This design comes from an exercise in tuning for small area and a short achievable clock period on the open sky130 flow, not from production work. No run shown here included a check of the RTL's function; only the layout flow was run. Power is estimated from default activity; no workload was simulated.

==> flow/design.v <==
module Decoder(
input       wire    [3:0]     ALU_FUN,
input       wire              VLD,
output      wire              Arith_EN,Logic_EN,CMP_EN,Shift_EN
);
assign Arith_EN = VLD & (ALU_FUN[3:2] == 2'b00);
assign Logic_EN = VLD & (ALU_FUN[3:2] == 2'b01);
assign CMP_EN   = VLD & (ALU_FUN[3:2] == 2'b10);
assign Shift_EN = VLD & (ALU_FUN[3:2] == 2'b11);
endmodule
module Arithmetic_Unit #(parameter W = 16, parameter TOPO = 2) (
input    wire     [W-1:0]   P,G,
input    wire               CI,
output   wire     [W:0]     C
);
localparam L = (W <= 2) ? 1 : (W <= 4) ? 2 : (W <= 8) ? 3 : 4;
genvar l, j;
generate
if (TOPO == 2) begin : g_bk
  wire [W-1:0] g [0:2*L];
  wire [W-1:0] p [0:2*L];
  assign g[0] = G | {{(W-1){1'b0}}, P[0] & CI};
  assign p[0] = P;
  for (l = 0; l < L; l = l + 1) begin : g_up
    for (j = 0; j < W; j = j + 1) begin : g_bit
      if (((j + 1) % (1 << (l + 1))) == 0) begin : g_op
        assign g[l+1][j] = g[l][j] | (p[l][j] & g[l][j - (1 << l)]);
        assign p[l+1][j] = p[l][j] & p[l][j - (1 << l)];
      end else begin : g_cp
        assign g[l+1][j] = g[l][j];
        assign p[l+1][j] = p[l][j];
      end
    end
  end
  for (l = L - 1; l >= 0; l = l - 1) begin : g_dn
    for (j = 0; j < W; j = j + 1) begin : g_bit
      if ((((j + 1) % (1 << (l + 1))) == (1 << l)) && (j >= (1 << (l + 1)))) begin : g_op
        assign g[2*L-l][j] = g[2*L-l-1][j] | (p[2*L-l-1][j] & g[2*L-l-1][j - (1 << l)]);
        assign p[2*L-l][j] = p[2*L-l-1][j] & p[2*L-l-1][j - (1 << l)];
      end else begin : g_cp
        assign g[2*L-l][j] = g[2*L-l-1][j];
        assign p[2*L-l][j] = p[2*L-l-1][j];
      end
    end
  end
  assign C = {g[2*L], CI};
end else begin : g_pp
  wire [W-1:0] g [0:L];
  wire [W-1:0] p [0:L];
  assign g[0] = G | {{(W-1){1'b0}}, P[0] & CI};
  assign p[0] = P;
  for (l = 0; l < L; l = l + 1) begin : g_lvl
    for (j = 0; j < W; j = j + 1) begin : g_bit
      if (TOPO == 1) begin : g_ks
        if (j >= (1 << l)) begin : g_op
          assign g[l+1][j] = g[l][j] | (p[l][j] & g[l][j - (1 << l)]);
          assign p[l+1][j] = p[l][j] & p[l][j - (1 << l)];
        end else begin : g_cp
          assign g[l+1][j] = g[l][j];
          assign p[l+1][j] = p[l][j];
        end
      end else begin : g_sk
        if ((j >> l) & 1) begin : g_op
          assign g[l+1][j] = g[l][j] | (p[l][j] & g[l][((j >> l) << l) - 1]);
          assign p[l+1][j] = p[l][j] & p[l][((j >> l) << l) - 1];
        end else begin : g_cp
          assign g[l+1][j] = g[l][j];
          assign p[l+1][j] = p[l][j];
        end
      end
    end
  end
  assign C = {g[L], CI};
end
endgenerate
endmodule
module Logic_Unit(
input    wire     [15:0]    A,NB,
input    wire     [1:0]     FUN,
input    wire               Logic_EN,
output   wire     [15:0]    Logic_OUT,
output   wire               Logic_Flag
);
wire [15:0] B = ~NB;
wire [15:0] r = FUN[0] ? (A | B) : (A & B);
assign Logic_OUT  = {16{Logic_EN}} & (r ^ {16{FUN[1]}});
assign Logic_Flag = Logic_EN;
endmodule
module CMP_Unit(
input    wire                GE,
input    wire                EQ,
input    wire     [1:0]      FUN,
input    wire                CMP_EN,
output   wire     [15:0]     CMP_OUT,
output   wire                CMP_Flag
);
wire eq = EQ;
reg  r;
always @(*)
begin
  case (FUN)
    2'b00: r = 1'b0;
    2'b01: r = eq;
    2'b10: r = GE & ~eq;
    2'b11: r = ~GE;
  endcase
end
assign CMP_OUT  = {15'b0, CMP_EN & r};
assign CMP_Flag = CMP_EN;
endmodule
module Shift_Unit(
input    wire     [15:0]     A,NB,
input    wire     [1:0]      FUN,
input    wire                Shift_EN,
output   wire     [15:0]     Shift_OUT,
output   wire                Shift_Flag
);
wire [15:0] v = FUN[1] ? ~NB : A;
assign Shift_OUT  = {16{Shift_EN}} & (FUN[0] ? {v[14:0], 1'b0} : {1'b0, v[15:1]});
assign Shift_Flag = Shift_EN;
endmodule
module ALU_TOP(
input    wire     [15:0]     A,B,
input    wire     [3:0]      ALU_FUN,
input    wire                clk,
input    wire                RST,
output   wire      [15:0]    Arith_OUT,Logic_OUT,CMP_OUT,Shift_OUT,
output   wire                Carry_OUT,
output   wire                Arith_Flag,Logic_Flag,CMP_Flag,Shift_Flag
);
localparam M = 6;       
localparam TOPO = 2;    
wire is_mul = (ALU_FUN == 4'b0010);
wire is_div = (ALU_FUN == 4'b0011);
wire is_add = (ALU_FUN == 4'b0000);
wire is_sub = (ALU_FUN == 4'b0001);
wire [15:0] xs_in [16:M];
wire [15:0] xx_in [16:M];
wire        t_in  [16:M];
assign xs_in[16] = is_mul ? 16'b0 : A;
assign xx_in[16] = is_mul ? 16'b0 : A;
assign t_in[16]  = 1'b0;
wire [15:M] q_hi;
genvar i;
generate
for (i = 15; i >= M; i = i - 1) begin : g_row_in
  wire [15-i:0] y  = is_mul ? (A[15-i:0] & {(16-i){B[i]}}) : ~B[15-i:0];
  wire [15-i:0] xs = xs_in[i+1][15:i];
  wire [15-i:0] xx = xx_in[i+1][15:i];
  wire          t  = t_in[i+1];
  wire [15-i:0] x  = t ? xs : xx;
  wire [15-i:0] p  = t ? (xs ^ y) : (xx ^ y);
  wire [15-i:0] g  = t ? (xs & y) : (xx & y);
  wire          bz = ~|B[15:16-i];
  wire [16-i:0] c;
  Arithmetic_Unit #(.W(16-i), .TOPO(TOPO)) U_row (.P(p), .G(g), .CI(~is_mul), .C(c));
  assign q_hi[i] = c[16-i] & bz;
  assign t_in[i]  = is_mul | (is_div & q_hi[i]);
  assign xs_in[i] = {p ^ c[15-i:0], xx_in[i+1][i-1:0]};
  assign xx_in[i] = {x, xx_in[i+1][i-1:0]};
end
endgenerate
wire [15:0] x_mid = t_in[M] ? xs_in[M] : xx_in[M];
reg [15:0]   X_r, Y_r;
reg [15:M]   Q_r;
reg [M-1:0]  G_r;
reg [3:0]    fun_r;
reg          mul_r, div_r, add_r, as_r, ci_r;
reg          vld_r;
always @(posedge clk or negedge RST)
begin
  if (!RST)
    vld_r <= 1'b0;
  else
    vld_r <= 1'b1;
end
always @(posedge clk)
begin
  X_r   <= x_mid;
  Y_r   <= is_mul ? A : is_add ? B : ~B;
  Q_r   <= q_hi;
  G_r   <= is_mul ? B[M-1:0] : {M{1'b1}};
  fun_r <= ALU_FUN;
  mul_r <= is_mul;
  div_r <= is_div;
  add_r <= is_add;
  as_r  <= is_add | is_sub;
  ci_r  <= ~is_mul & ~is_add;
end
wire arith_en, logic_en, cmp_en, shift_en;
Decoder U_Decoder (.ALU_FUN(fun_r), .VLD(vld_r),
  .Arith_EN(arith_en), .Logic_EN(logic_en), .CMP_EN(cmp_en), .Shift_EN(shift_en));
wire [15:0] xs_out [M:0];
wire [15:0] xx_out [M:0];
wire        t_out  [M:0];
assign xs_out[M] = X_r;
assign xx_out[M] = X_r;
assign t_out[M]  = 1'b0;
wire [M-1:0] q_lo;
wire         co0;
wire         eq0;
generate
for (i = M-1; i >= 0; i = i - 1) begin : g_row_out
  wire [15-i:0] y  = Y_r[15-i:0] & {(16-i){G_r[i]}};
  wire [15-i:0] xs = xs_out[i+1][15:i];
  wire [15-i:0] xx = xx_out[i+1][15:i];
  wire          t  = t_out[i+1];
  wire [15-i:0] x  = t ? xs : xx;
  wire [15-i:0] p  = t ? (xs ^ y) : (xx ^ y);
  wire [15-i:0] g  = t ? (xs & y) : (xx & y);
  wire          bz;
  if (i == 0) begin : g_bz0
    assign bz = 1'b1;
  end else begin : g_bz
    assign bz = ~|(~Y_r[15:16-i]);
  end
  wire [16-i:0] c;
  Arithmetic_Unit #(.W(16-i), .TOPO(TOPO)) U_row (.P(p), .G(g), .CI(ci_r), .C(c));
  assign q_lo[i] = c[16-i] & bz;
  if (i == 0) begin : g_x0
    assign t_out[i]  = mul_r | as_r;
    assign xs_out[i] = p ^ c[15:0];
    assign xx_out[i] = x;
    assign eq0 = &p;
    assign co0 = c[16];
  end else begin : g_x
    assign t_out[i]  = mul_r | (div_r & q_lo[i]);
    assign xs_out[i] = {p ^ c[15-i:0], xx_out[i+1][i-1:0]};
    assign xx_out[i] = {x, xx_out[i+1][i-1:0]};
  end
end
endgenerate
wire [15:0] x_fin = t_out[0] ? xs_out[0] : xx_out[0];
wire [15:0] quot  = {Q_r, q_lo};
assign Arith_OUT  = {16{arith_en}} & (div_r ? quot : x_fin);
assign Carry_OUT  = arith_en & add_r & co0;
assign Arith_Flag = arith_en;
CMP_Unit U_CMP (.GE(co0), .EQ(eq0), .FUN(fun_r[1:0]), .CMP_EN(cmp_en),
  .CMP_OUT(CMP_OUT), .CMP_Flag(CMP_Flag));
Logic_Unit U_logic (.A(X_r), .NB(Y_r), .FUN(fun_r[1:0]), .Logic_EN(logic_en),
  .Logic_OUT(Logic_OUT), .Logic_Flag(Logic_Flag));
Shift_Unit U_Shift (.A(X_r), .NB(Y_r), .FUN(fun_r[1:0]), .Shift_EN(shift_en),
  .Shift_OUT(Shift_OUT), .Shift_Flag(Shift_Flag));
endmodule
==> flow/flow/run.sh <==
#!/bin/bash
# The standard layout (standard.sh), with these settings changed:
#   ADDER_MAP_FILE empty: synthesis does not extract full/half adder cells
#   SETUP_SLACK_MARGIN: timing repair aims for this much setup slack
#   BUFFER_PORTS_ARGS: the port buffers are the smallest buffer cell
set -euo pipefail
bash standard.sh ADDER_MAP_FILE= SETUP_SLACK_MARGIN=14 "BUFFER_PORTS_ARGS=-buffer_cell sky130_fd_sc_hd__buf_1" finish > flow.log 2>&1
==> flow/standard.sh <==
#!/bin/bash
# synth_recipe.tcl (not shown) runs the flow's synth.tcl, then flattens the netlist and writes it again
# the make line also repeats each setting of config.mk as NAME=value (left out here)
make -C /OpenROAD-flow-scripts/flow DESIGN_CONFIG=/design/flow/config.mk WORK_HOME=/design/flow/orfs CLKGATE_MAP_FILE= SYNTH_SCRIPT=/design/flow/synth_recipe.tcl "${@:-finish}"
==> flow/config.mk <==
export PLATFORM = sky130hd
export DESIGN_NAME = ALU_TOP
export DESIGN_NICKNAME = ALU_TOP
export VERILOG_FILES = /design/flow/design.v
export SDC_FILE = /design/flow/constraint.sdc
export NUM_CORES = 4
export LEC_CHECK = 0
export ABC_AREA = 1
export CAP_MARGIN = 20
export CORE_MARGIN = 2
export CORE_UTILIZATION = 60
export SLEW_MARGIN = 20
==> flow/constraint.sdc <==
create_clock -name core_clock -period 32.0 [get_ports {clk}]
set_input_delay 6.4000 -clock core_clock [delete_from_list [all_inputs] [get_ports {clk}]]
set_output_delay 6.4000 -clock core_clock [all_outputs]
set_load 0.01 [all_outputs]
==> results of run 1 <==
==> worst max-delay path: cells and delay by family, from the launching register on <==
kind	cells	cell delay [ns]
buffers and inverters	6	0.75
AO/OA/AOI/OAI	15	2.56
flip-flops	1	0.50
XOR/XNOR	1	0.14
AND/OR/NAND/NOR	69	6.68
==> worst min path at each step <==
stage,to,slack (ns),cells past startpoint
floorplan,vld_r$_DFF_PN0_,6.10,0
global route,vld_r$_DFF_PN0_,5.84,1
global placement,vld_r$_DFF_PN0_,6.16,1
detailed placement,vld_r$_DFF_PN0_,6.17,1
CTS,vld_r$_DFF_PN0_,5.83,1
finish,vld_r$_DFF_PN0_,5.84,1
==> metal layers <==
metal | share of wire [%] | up-vias
li1 | - | 7254
met1 | 37 | 6659
met2 | 46 | 909
met3 | 9.6 | 207
met4 | 7.2 | 0
met5 | 0 | -
==> logic make-up (layout without fill, tap and decap cells) <==
kind of cell	count (synthesis)	after routing	synth area share, %
flops	58	58	9.775
xor+xnor	79	79	5.800
buf+inv	379	438	14.90
compound gates	357	357	17.46
simple gates	1324	1334	51.99
other cells	2	16	0.06296
==> metrics by stage <==
step | power (µW) | hold WS (ns) | setup slack, ns | cell area (µm²) | util, %
after global routing | 543.2 | 5.843 | 13.70 | 12990 | 66.74
after floorplan | 317.5 | 6.104 | 17.18 | 11980 | -
after detailed placement | 378.6 | 6.165 | 14.25 | 12060 | 61.97
final | 505.1 | 5.835 | 14.62 | 12990 | 66.74
after CTS | 483.1 | 5.827 | 14.25 | 12390 | 63.66
after global placement | 375.9 | 6.164 | 14.49 | 12060 | 61.97
==> area by class of cell <==
type | count | area, µm² | area share [%]
inverters | 294 | 1131 | 8.708
well taps | 265 | 331.6 | 2.553
flip-flops and latches | 58 | 1179 | 9.074
clock inverters | 4 | 73.82 | 0.5683
clock buffers | 12 | 256.5 | 1.975
repair buffers | 128 | 638.1 | 4.913
multi-input cells | 1786 | 9379 | 72.21
==> what timing repair did <==
item / CTS / global route
gates resized for setup: 0 / 79
endpoints found under the setup margin: 0 / 29
buffers inserted: 0 / 27
==> cells in the mapped netlist, drive strengths merged (9+ instances only) <==
library cell / number / area [µm²]
o21bai: 9 / 71.32
o221ai: 15 / 131.4
a21boi: 20 / 161.4
nor2: 132 / 533.0
nand2: 828 / 3432
o21ai: 157 / 823.3
buf: 66 / 589.3
dfxtp: 57 / 1141
or2: 11 / 68.81
nor3: 17 / 95.09
o211ai: 11 / 82.58
a21oi: 111 / 585.6
xor2: 61 / 534.3
nand4: 26 / 162.7
o22ai: 21 / 131.4
clkbuf: 19 / 82.58
nand3b: 51 / 409.2
nand3: 255 / 1476
inv: 293 / 1102
xnor2: 18 / 157.7
==> flip-flops by register name, summed over array words and instances (netlist names) <==
name   cells
add_r      1
as_r       1
Y_r       16
mul_r      1
X_r       16
div_r      1
Q_r       10
ci_r       1
fun_r      4
G_r        6
vld_r      1
==> power by group through the flow <==
stage / combinational [µW] / clock, µW / sequential, µW
after floorplan: 236 / 0 / 81.7
after global placement: 286 / 0 / 89.7
after detailed placement: 289 / 0 / 89.7
after CTS: 291 / 104 / 88.3
after global routing: 347 / 107 / 89.1
final: 312 / 104 / 89.4
==> results.txt, run 1 <==
status=finished clean; critical path required time=between 20 and 30 ns; Reg clk slew, reported paths=approximately 0.05 ns; fmax=approximately 58 MHz; Syn Area/Cell=between 5 and 6 µm²; First-pass DRT Iterations=9; dpl cells=approximately 2500; crit path to=Arith_OUT[7]; Die Y=~150 µm; clock buffer count from CTS=9; area grow syn2layout=8.884%; max-slew violation total from the final report=0; Root Buffer Master=clkbuf_16; Max stage delay cell, worst path=dfxtp_2; average wire per standard cell=about 17 µm; Pleak=0.007158 µW; final hold vios=0; CP Max Fanout=10; Critical Path Start Type=flip-flop; maximum number of pins on one net before global-route repair=64; First DRT Iteration DRCs=1589; Tcrit/Tclk final=a little over half; Layout Cells excl Fill=2547; Sw Pwr=251.9 µW; DRT antenna net count=0; Post-synth EDFFs=0; Seq/Total Area, Yosys=9.776%; Slew HR=30.24%; global-route wire length before repair=around 67000 µm; CP arrival=10.98 ns; Reg power frac=around 18%; Layout Nets=2315; Hold-fix buffers, CTS=0; GRT Max-Usage Layer=met2; antenna violations before repair=1; grt met3 use=under 10%; final setup TNS=0 ns; IO Count=between 100 and 150; final wirelength=between 40000 and 50000 µm; CTS H-tree depth=3; grt ovf=0; core footprint=~0.019 mm²; CP Launch Point=ci_r$_DFF_P_; worst slew pin tran=1.043 ns; via density per instance=5.901; WS Path Type=reg2out; Initial Util=61.29%; #FFs+latches synth=58; Die W=around 150 µm; Comb power frac=between 60% and 70%; Setup-failing EPs final=0; cell mode on critical path=nand2_1; internal cell power=253.1 µW; CTS max path bufs=2; Port Buf Inserts=between 90 and 100; RSZ-0062 raised after global routing=no; Synth Instances=about 2200; Vias=about 15000; top_reg_cell synth=dfxtp_1; diode count=0; TritonCTS clock tree=yes; mapped cell area=0.01193 mm²; post-route DRC violation count=0; max incr delay on CP=approximately 0.50 ns; PwrDens=approximately 39 mW/mm²; commonest non-fill, non-tap cells in the layout=nand2_1 (719), inv_1 (270), nand3_1 (225); Max-cap violations=0; DP HPWL=approximately 34000 µm; gr usage total=38.99%; Sinks on Clock Net=58; commonest non-fill, non-tap cell in the layout=nand2_1; GR Util met2=between 60% and 70%; Yosys cell types=54; Site Rows=51; FFs w/ async S/R, synth=~1.7%; share of cells above drive strength 1=12.66%; Filler Cells Inserted=1974; Yosys warning total=18; Die Area=0.02103 mm²; CP Capture Type=primary output; switch share=roughly 50%; vias in the first global route=roughly 13000; HP Class=in2async; met1 Resource Use GR=between 40% and 50%; Final Wtd Congestion=around 1.1; Max rail drop VDD=about 26 µV; fin crit period=roughly 17 ns; power share of the clock group=slightly above 20%
==> run 2, diff against run 1 <==
--- a/flow/design.v
+++ b/flow/design.v
@@ -130,3 +130,3 @@
 );
-localparam M = 6;       
+localparam M = 5;       
 localparam TOPO = 2;    
--- a/flow/flow/run.sh
+++ b/flow/flow/run.sh
@@ -6,2 +6,2 @@
 set -euo pipefail
-bash standard.sh ADDER_MAP_FILE= SETUP_SLACK_MARGIN=14 "BUFFER_PORTS_ARGS=-buffer_cell sky130_fd_sc_hd__buf_1" finish > flow.log 2>&1
+bash standard.sh ADDER_MAP_FILE= SETUP_SLACK_MARGIN=13 "BUFFER_PORTS_ARGS=-buffer_cell sky130_fd_sc_hd__buf_1" finish > flow.log 2>&1
==> run 2 against run 1 <==
Combinational power fell by 7.7%; setup slack got worse by 0.81 ns; final cell count down 4.1%; sequential power about the same; sequential cell count unchanged; first-iteration DRC count shrank 11%; core utilization rose by 0.94 points; wire length is 3.3% lower; total power down 4.6%; synthesized area decreased by 3.4%.
==> results.txt, run 2 <==
Vias=14669 (was 15029); commonest non-fill, non-tap cells in the layout=nand2_1 (626), inv_1 (259), nand3_1 (210) (was nand2_1 (719), inv_1 (270), nand3_1 (225)); average wire per standard cell=17.47 µm (was 17.33 µm); Critical Path Start Type=flip-flop (unchanged); CP arrival=11.80 ns (was 10.98 ns); WS Path Type=reg2out (unchanged); grt ovf=0 (unchanged); CP Capture Type=primary output (unchanged); commonest non-fill, non-tap cell in the layout=nand2_1 (unchanged); Pleak=0.006819 µW (was 0.007158 µW); Yosys top cell area share=20.63% (was 23.13%); Root Buffer Master=clkbuf_16 (unchanged); post-layout util=67.68% (was 66.74%); Slew HR=23.62% (was 30.24%); antenna violations before repair=0 (was 1); via density per instance=6.005 (was 5.901); cell mode on critical path=nand2_1 (unchanged); CP bufs+invs=6 (unchanged); fin crit period=18.20 ns (was 17.38 ns); Hold-fix buffers, CTS=0 (unchanged); final hold vios=0 (unchanged); gr usage total=38.87% (was 38.99%); clock buffer count from CTS=9 (unchanged); Filler Cells Inserted=1885 (was 1974); global-route wire length before repair=62990 µm (was 66870 µm); multi-input logic area=0.009112 mm² (was 0.009379 mm²); FFs w/ async S/R, synth=1.724% (unchanged); Max rail drop VDD=30.53 µV (was 26.03 µV); critical path required time=25.60 ns (about the same); post-route cell area=0.01270 mm² (was 0.01299 mm²); Tcrit/Tclk final=56.86% (was 54.33%); DRT antenna net count=0 (unchanged); max incr delay on CP=0.43 ns (was 0.50 ns); Max-cap violations=0 (unchanged); diode count=0 (unchanged); TritonCTS clock tree=yes (unchanged); post-synthesis xor/xnor area fraction=5.540% (was 5.800%); Sinks on Clock Net=58 (unchanged); largest registers=X_r: 16 flops, Y_r: 16 flops, Q_r: 11 flops (was X_r: 16 flops, Y_r: 16 flops, Q_r: 10 flops); critical path's top delay family=simple AND/OR/NAND/NOR gates (unchanged); CTS max path bufs=2 (unchanged); CP Max Fanout=11 (was 10); Layout Nets=2242 (was 2315); DP Area=0.01170 mm² (was 0.01206 mm²); Die Y=142.6 µm (was 145 µm); Final Wtd Congestion=1.046 (was 1.113); CTS H-tree depth=3 (unchanged); post-synthesis adder-cell area fraction=0% (unchanged); most frequent cell after synthesis=nand2_1 (unchanged); share of cells above drive strength 1=13.54% (was 12.66%); First-pass DRT Iterations=7 (was 9); area grow syn2layout=10.28% (was 8.884%); Synth Instances=2121 (was 2199); post-route DRC violation count=0 (unchanged); First DRT Iteration DRCs=1419 (was 1589); DP HPWL=31070 µm (was 34050 µm); synth top area cells=nand2_1 (21%), dfxtp_1 (9.9%), nand3_1 (9.5%) (was nand2_1 (23%), dfxtp_1 (9.6%), nand3_1 (9.5%)); top_reg_cell synth=dfxtp_1 (unchanged); mux contribution to synthesized area=0% (unchanged); Yosys warning total=18 (unchanged); Layout Cells excl Fill=2443 (was 2547); PwrDens=37.92 mW/mm² (was 38.89 mW/mm²); RSZ-0062 raised after global routing=no (unchanged); Die Area=0.02032 mm² (was 0.02103 mm²); final setup TNS=0 ns (unchanged); Yosys cell types=55 (was 54); Post-synth EDFFs=0 (unchanged); Die W=142.6 µm (was 145 µm); core footprint=0.01877 mm² (was 0.01946 mm²); Seq. cell area=0.001179 mm² (unchanged); max-slew violation total from the final report=0 (unchanged); Post-Synth Simple-Gate Area=50.35% (was 51.99%); Site Rows=50 (was 51); Reg clk slew, reported paths=0.06 ns (was 0.05 ns); WP depth=104 (was 91); Max stage delay cell, worst path=dfxtp_4 (was dfxtp_2); status=finished clean (unchanged); #FFs+latches synth=58 (unchanged); post-synth top area cell=nand2_1 (unchanged); vias in the first global route=12560 (was 13240); Setup-failing EPs final=0 (unchanged); Seq/Total Area, Yosys=10.12% (was 9.776%); Initial Util=61.37% (was 61.29%); maximum number of pins on one net before global-route repair=70 (was 64); largest family of logic cells by synthesized area=simple AND/OR/NAND/NOR gates (unchanged); Port Buf Inserts=91 (unchanged); Synth top cells by count=nand2_1 (633), inv_1 (261), nand3_1 (218) (was nand2_1 (735), inv_1 (272), nand3_1 (227)); HP Class=in2async (unchanged); Syn Area/Cell=5.431 µm² (was 5.425 µm²); fmax=54.96 MHz (was 57.52 MHz); IO Count=107 (unchanged); dpl cells=2387 (was 2493); worst slew pin tran=1.144 ns (was 1.043 ns); final wirelength=42690 µm (was 44150 µm); mapped cell area=0.01152 mm² (was 0.01193 mm²); Compound-Gate Fraction of Synth Area=19.29% (was 17.46%)
==> run 2: cell count changes after synthesis, sizes merged, moves of 5 or more <==
| cell | before | now |
|---|---|---|
| clkbuf | 19 | 49 |
| xor2 | 61 | 56 |
| inv | 293 | 279 |
| buf | 66 | 37 |
| nand4 | 26 | 17 |
| nand3 | 255 | 244 |
| a21oi | 111 | 133 |
| nand2 | 828 | 738 |
| o21ai | 157 | 186 |
==> run 2: final timing paths <==
path	end	startpoint
worst max-delay path	CMP_OUT[0]	G_r[4]$_SDFF_PP1_
worst min-delay path	vld_r$_DFF_PN0_	RST
max in group asynchronous	vld_r$_DFF_PN0_	RST
min in group core_clock	fun_r[1]$_DFF_P_	ALU_FUN[1]
==> run 2: what timing repair did <==
item,4_1_cts,5_1_grt
pin swaps,0,20
setup buffers,0,26
setup endpoints to repair,18,30
gates resized for setup,7,82
cloned,0,14
==> run 2: per-layer routing <==
metal | track usage (%) | wire [µm] | vias up | share of wire [%]
met5 | 0 | 0 | - | 0
met4 | 27.51 | 3222 | 0 | 7.5
met3 | 3.802 | 3691 | 222 | 8.6
met2 | 65.26 | 19930 | 832 | 47
met1 | 46.49 | 15840 | 6561 | 37
li1 | - | - | 7054 | -
==> run 2: kinds of logic after synthesis <==
group	Yosys count
AND/OR/NAND/NOR	1216
AO/OA/AOI/OAI	402
buffers and inverters	371
flip-flops	58
other	2
XOR/XNOR	72
==> run 2: layout make-up <==
cell class | count | area share [%]
multi-input combinational | 1719 | 71.74
sequential | 58 | 9.279
inverter | 283 | 8.520
timing repair buffer | 133 | 5.565
tap | 234 | 2.305
clock buffer | 10 | 1.881
clock inverter | 6 | 0.7092
==> run 2: power by group <==
group	total (µW)	internal, µW	switching, µW
registers	89.1	77.4	11.7
logic	288	96.5	192
clock network	104	70.3	33.9
==> run 2: metrics by stage <==
| stage | hold WS (ns) | setup slack, ns | total power, µW |
|---|---|---|---|
| after floorplan | 6.104 | 16.18 | 299.5 |
| after global placement | 6.164 | 12.79 | 352.3 |
| after detailed placement | 6.166 | 12.23 | 355.3 |
| after CTS | 5.819 | 13.01 | 459.8 |
| after global routing | 5.832 | 12.74 | 516.0 |
| final | 5.821 | 13.80 | 481.7 |

-- separate check: timing with driven ports --
The results above use ideal ports. As a check the final layouts listed here were re-extracted and re-timed, cells and wires unchanged. Step 1 (the two cells are an assumption about what drives the block):
set clk [get_ports {clk}]
set_driving_cell -lib_cell sky130_fd_sc_hd__clkbuf_16 $clk
set_driving_cell -lib_cell sky130_fd_sc_hd__buf_2 [delete_from_list [all_inputs] $clk]
Step 2, shift: input delay + t, output delay - t, t = (earliest + latest rising clock arrival at the registers) / 2. This alone moves slack from input paths to output paths. a / b / c = ideal ports / drivers / drivers and shift; a / b = the first two.
run | shift t [ns] | setup WS [ns] | latest minus earliest clock arrival (ns) | worst data-port slew with drivers (ns) | cell pins on the clock port's net
run 1 | 0.356 | 14.615 / 14.577 / 14.933 | 0.009 / 0.009 | 0.06 | 1
run 2 | 0.358 | 13.805 / 13.769 / 13.752 | 0.009 / 0.008 | 0.06 | 1
After both steps every run listed still meets setup and hold. The setup slack of run 2, which loses most, moves by -0.036 ns with the drivers and by -0.053 ns with both steps.
